What follows belongs to an exercise in optimizing a design on an open flow for small area and a short achievable clock period; a production flow would make more cautious choices.
At most, simulation tests tie the RTL to the original design; equivalence was not proved.

== onyx ==
## fft
module fft(rst,s,x0,x1,x2,x3,x4,x5,x6,x7,real_out,img_out,clk);
input rst;
input [31:0] x0,x1,x2,x3,x4,x5,x6,x7;
input [2:0] s;
input clk;
output [31:0] real_out,img_out;
wire [31:0] A1,B1,C1,D1,A2,B2,C2,D2;
stage1 s1(.x0(x0),.x4(x4),.x2(x2),.x6(x6),.A(A1),.B(B1),.C(C1),.D(D1));
stage1 s2(.x0(x1),.x4(x5),.x2(x3),.x6(x7),.A(A2),.B(B2),.C(C2),.D(D2));
reg [31:0] qA1,qB1,qC1,qD1,qA2,qB2,qC2,qD2;
always @(posedge clk)
begin
if(rst)
begin
qA1<=32'h00800000; qB1<=32'hF4800000; qC1<=32'h00800000; qD1<=32'hF4800000;
qA2<=32'h00800000; qB2<=32'hF4800000; qC2<=32'h00800000; qD2<=32'hF4800000;
end
else
begin
qA1<=A1; qB1<=B1; qC1<=C1; qD1<=D1;
qA2<=A2; qB2<=B2; qC2<=C2; qD2<=D2;
end
end
wire [31:0] X,Y,M3;
stage2 st2(.s(s),.A1(qA1),.B1(qB1),.C1(qC1),.D1(qD1),.A2(qA2),.B2(qB2),.C2(qC2),.D2(qD2),.X(X),.Y(Y),.M3(M3));
reg [31:0] qX,qY,qM3;
reg [2:0] qs;
always @(posedge clk)
begin
qX<=X; qY<=Y; qM3<=M3; qs<=s;
end
mux8to1 m1(.s(qs),.X(qX),.Y(qY),.M3(qM3),.real_out(real_out),.img_out(img_out));
endmodule
==> module fa_dual, before the edit <==
module fa_dual(input [31:0] a, input [31:0] b, output [31:0] y, output [31:0] z);
  wire sa = a[31], sb = b[31];
  wire [7:0] ea = a[30:23], eb = b[30:23];
  wire [22:0] fa = a[22:0], fb = b[22:0];
  wire [7:0] d = ea - eb;
  wire [7:0] dn = eb - ea;
  wire dz = (ea == eb);
  wire fgt = fa > fb;
  wire swap = d[7] | (dz & ~fgt);
  wire [7:0] sh = d[7] ? dn : d;
  wire [7:0] eg = swap ? eb : ea;
  wire [23:0] mg = {1'b1, swap ? fb : fa};
  wire [23:0] ml0 = {1'b1, swap ? fa : fb};
  wire [23:0] ml = (sh > 8'd23) ? 24'd0 : (ml0 >> sh[4:0]);
  wire [24:0] s = mg + ml;
  wire [22:0] fs = s[24] ? s[23:1] : s[22:0];
  wire [7:0] es = eg + {7'd0, s[24]};
  wire [23:0] df = mg - ml;
  reg [4:0] L;
  integer i;
  always @* begin
    L = 5'd23;
    for (i = 0; i < 24; i = i + 1)
      if (df[i]) L = 5'd23 - i[4:0];
  end
  wire [23:0] dn2 = df << L;
  wire [22:0] fd = dn2[22:0];
  wire [7:0] ed = eg - {3'd0, L};
  wire sy = swap ? sb : sa;
  wire sz = swap ? ~sb : sa;
  wire eff = sa ^ sb;
  assign y = eff ? {sy, ed, fd} : {sy, es, fs};
  assign z = eff ? {sz, es, fs} : {sz, ed, fd};
endmodule
==> module stage1, before the edit <==
module stage1(x0,x4,x2,x6,A,B,C,D);
  input [31:0] x0,x4,x2,x6;
  output [31:0] A,B,C,D;
  fa_dual u0(.a(x0), .b(x4), .y(A), .z(B));
  fa_dual u1(.a(x2), .b(x6), .y(C), .z(D));
endmodule
==> module stage2, before the edit <==
module stage2(s,A1,B1,C1,D1,A2,B2,C2,D2,X,Y,M3);
  input [2:0] s;
  input [31:0] A1,B1,C1,D1,A2,B2,C2,D2;
  output [31:0] X,Y,M3;
  wire [31:0] M1;
  fm707 m1(.a(B2), .y(M1));
  fm707 m3(.a(D2), .y(M3));
  wire odd = s[0];
  wire rho = s[1] ^ s[2];
  wire sg = odd ? rho : s[1];
  wire [31:0] ra = odd ? B1 : A1;
  wire [31:0] rb = odd ? M1 : C1;
  wire [31:0] ia = odd ? D1 : A2;
  wire [31:0] ib = odd ? M1 : C2;
  fa_one ur(.a(ra), .b({rb[31] ^ sg, rb[30:0]}), .y(X));
  fa_one ui(.a(ia), .b({ib[31] ^ sg, ib[30:0]}), .y(Y));
endmodule
==> module fft, before the edit <==
module fft(rst,s,x0,x1,x2,x3,x4,x5,x6,x7,real_out,img_out,clk);
input rst;
input [31:0] x0,x1,x2,x3,x4,x5,x6,x7;
input [2:0] s;
input clk;
output [31:0] real_out,img_out;
wire [31:0] A1,B1,C1,D1,A2,B2,C2,D2;
stage1 s1(.x0(x0),.x4(x4),.x2(x2),.x6(x6),.A(A1),.B(B1),.C(C1),.D(D1));
stage1 s2(.x0(x1),.x4(x5),.x2(x3),.x6(x7),.A(A2),.B(B2),.C(C2),.D(D2));
reg [31:0] qA1,qB1,qC1,qD1,qA2,qB2,qC2,qD2;
always @(posedge clk)
begin
if(rst)
begin
qA1<=32'h00800000; qB1<=32'hF4800000; qC1<=32'h00800000; qD1<=32'hF4800000;
qA2<=32'h00800000; qB2<=32'hF4800000; qC2<=32'h00800000; qD2<=32'hF4800000;
end
else
begin
qA1<=A1; qB1<=B1; qC1<=C1; qD1<=D1;
qA2<=A2; qB2<=B2; qC2<=C2; qD2<=D2;
end
end
wire [31:0] X,Y,M3;
stage2 st2(.s(s),.A1(qA1),.B1(qB1),.C1(qC1),.D1(qD1),.A2(qA2),.B2(qB2),.C2(qC2),.D2(qD2),.X(X),.Y(Y),.M3(M3));
reg [31:0] qX,qY,qM3;
reg [2:0] qs;
always @(posedge clk)
begin
qX<=X; qY<=Y; qM3<=M3; qs<=s;
end
mux8to1 m1(.s(qs),.X(qX),.Y(qY),.M3(qM3),.real_out(real_out),.img_out(img_out));
endmodule
clock: 72.0 ns
lec_check: 0
abc_area: 1
cap_margin: 20
core_margin: 2
core_utilization: 40
slew_margin: 20
run.sh (not shown) runs the stock make flow with config.mk's settings and CLKGATE_MAP_FILE= SYNTH_SCRIPT=/design/flow/synth_recipe.tcl, a recipe that flattens the netlist after the stock synthesis.
The following lists how raven was set up differently from onyx:
==> flow/design.v, changed modules only <==
module fa_pair(input [31:0] a, input [31:0] b, output [30:0] rs, output [30:0] rd,
               output sy, output sz, output eff);
  wire sa = a[31], sb = b[31];
  wire [7:0] ea = a[30:23], eb = b[30:23];
  wire [22:0] fa = a[22:0], fb = b[22:0];
  wire [7:0] d = ea - eb;
  wire [7:0] dn = eb - ea;
  wire dz = (ea == eb);
  wire fgt = fa > fb;
  wire swap = d[7] | (dz & ~fgt);
  wire [7:0] sh = d[7] ? dn : d;
  wire [7:0] eg = swap ? eb : ea;
  wire [23:0] mg = {1'b1, swap ? fb : fa};
  wire [23:0] ml0 = {1'b1, swap ? fa : fb};
  wire [23:0] ml = (sh > 8'd23) ? 24'd0 : (ml0 >> sh[4:0]);
  wire [24:0] s = mg + ml;
  wire [22:0] fs = s[24] ? s[23:1] : s[22:0];
  wire [7:0] es = eg + {7'd0, s[24]};
  wire [23:0] df = mg - ml;
  reg [4:0] L;
  integer i;
  always @* begin
    L = 5'd23;
    for (i = 0; i < 24; i = i + 1)
      if (df[i]) L = 5'd23 - i[4:0];
  end
  wire [23:0] dn2 = df << L;
  wire [22:0] fd = dn2[22:0];
  wire [7:0] ed = eg - {3'd0, L};
  assign sy = swap ? sb : sa;
  assign sz = swap ? ~sb : sa;
  assign eff = sa ^ sb;
  assign rs = {es, fs};
  assign rd = {ed, fd};
endmodule
module fa_dual(input [31:0] a, input [31:0] b, output [31:0] y, output [31:0] z);
  wire [30:0] rs, rd;
  wire sy, sz, eff;
  fa_pair u(.a(a), .b(b), .rs(rs), .rd(rd), .sy(sy), .sz(sz), .eff(eff));
  assign y = eff ? {sy, rd} : {sy, rs};
  assign z = eff ? {sz, rs} : {sz, rd};
endmodule
module stage1(x0,x4,x2,x6,P,Q);
  input [31:0] x0,x4,x2,x6;
  output [64:0] P,Q;
  fa_pair u0(.a(x0), .b(x4), .rs(P[61:31]), .rd(P[30:0]), .sy(P[64]), .eff(P[63]), .sz(P[62]));
  fa_pair u1(.a(x2), .b(x6), .rs(Q[61:31]), .rd(Q[30:0]), .sy(Q[64]), .eff(Q[63]), .sz(Q[62]));
endmodule
module stage2(s,P1,Q1,P2,Q2,X,Y,M3);
  input [2:0] s;
  input [64:0] P1,Q1,P2,Q2;
  output [31:0] X,Y,M3;
  function [31:0] sum_of;
    input [64:0] p;
    sum_of = p[63] ? {p[64], p[30:0]} : {p[64], p[61:31]};
  endfunction
  function [31:0] diff_of;
    input [64:0] p;
    diff_of = p[63] ? {p[62], p[61:31]} : {p[62], p[30:0]};
  endfunction
  wire [31:0] A1 = sum_of(P1), B1 = diff_of(P1), C1 = sum_of(Q1), D1 = diff_of(Q1);
  wire [31:0] A2 = sum_of(P2), B2 = diff_of(P2), C2 = sum_of(Q2), D2 = diff_of(Q2);
  wire [31:0] M1;
  fm707 m1(.a(B2), .y(M1));
  fm707 m3(.a(D2), .y(M3));
  wire odd = s[0];
  wire rho = s[1] ^ s[2];
  wire sg = odd ? rho : s[1];
  wire [31:0] ra = odd ? B1 : A1;
  wire [31:0] rb = odd ? M1 : C1;
  wire [31:0] ia = odd ? D1 : A2;
  wire [31:0] ib = odd ? M1 : C2;
  fa_one ur(.a(ra), .b({rb[31] ^ sg, rb[30:0]}), .y(X));
  fa_one ui(.a(ia), .b({ib[31] ^ sg, ib[30:0]}), .y(Y));
endmodule
module fft(rst,s,x0,x1,x2,x3,x4,x5,x6,x7,real_out,img_out,clk);
input rst;
input [31:0] x0,x1,x2,x3,x4,x5,x6,x7;
input [2:0] s;
input clk;
output [31:0] real_out,img_out;
wire [64:0] P1,Q1,P2,Q2;
stage1 s1(.x0(x0),.x4(x4),.x2(x2),.x6(x6),.P(P1),.Q(Q1));
stage1 s2(.x0(x1),.x4(x5),.x2(x3),.x6(x7),.P(P2),.Q(Q2));
localparam [64:0] ZP = {1'b0, 1'b0, 1'b1, 8'h01, 23'd0, 8'hE9, 23'd0};
reg [64:0] qP1,qQ1,qP2,qQ2;
always @(posedge clk)
begin
if(rst)
begin
qP1<=ZP; qQ1<=ZP; qP2<=ZP; qQ2<=ZP;
end
else
begin
qP1<=P1; qQ1<=Q1; qP2<=P2; qQ2<=Q2;
end
end
wire [31:0] X,Y,M3;
stage2 st2(.s(s),.P1(qP1),.Q1(qQ1),.P2(qP2),.Q2(qQ2),.X(X),.Y(Y),.M3(M3));
reg [31:0] qX,qY,qM3;
reg [2:0] qs;
always @(posedge clk)
begin
qX<=X; qY<=Y; qM3<=M3; qs<=s;
end
mux8to1 m1(.s(qs),.X(qX),.Y(qY),.M3(qM3),.real_out(real_out),.img_out(img_out));
endmodule
==> summary.txt <==
- Per the final summary, raven finished and its layout is clean on timing, DRC and antenna.
- On count of mapped cells out of synthesis, onyx tracks raven almost exactly.
- ~same clock network contribution to total cell area in onyx and raven
- Going from onyx to raven, total length of routed met3 wires grows by about 2.5%.
- raven vs. onyx: full die area went down; number of tap instances went down 79; sequential share of layout area flat.
- Total number of cells along the worst setup path up 1.7% in raven wrt onyx
- Total clock sinks grows slightly when moving from onyx to raven.
- raven — share of the clock period used by the worst path after layout 0.54 points lower, onyx as reference
For onyx, only the layout was checked, not whether the RTL still works.

## separate check: timing with driven ports
How much do the figures lean on ideal ports? The routed layouts below were timed once more, with nothing changed but the port constraints.
Step 1: set_driving_cell puts a clkbuf_16 on clk and a buf_2 on each other input, an assumption about the parent block.
Step 2 moves the port delays by t, midway between the first and last clock arrival at a register: inputs arrive t later, outputs are due t later. That takes back most of the time a late clock gives input paths.
Three values: no drivers, after step 1, after step 2; two values: the first two.
run | t, ns | setup slack, ns | cell pins on the clock port's net
onyx | 0.659 | 44.438 / 44.363 / 44.911 | 1
raven | 0.675 | 44.828 / 44.761 / 45.436 | 1
After both steps every run listed still meets setup and hold.
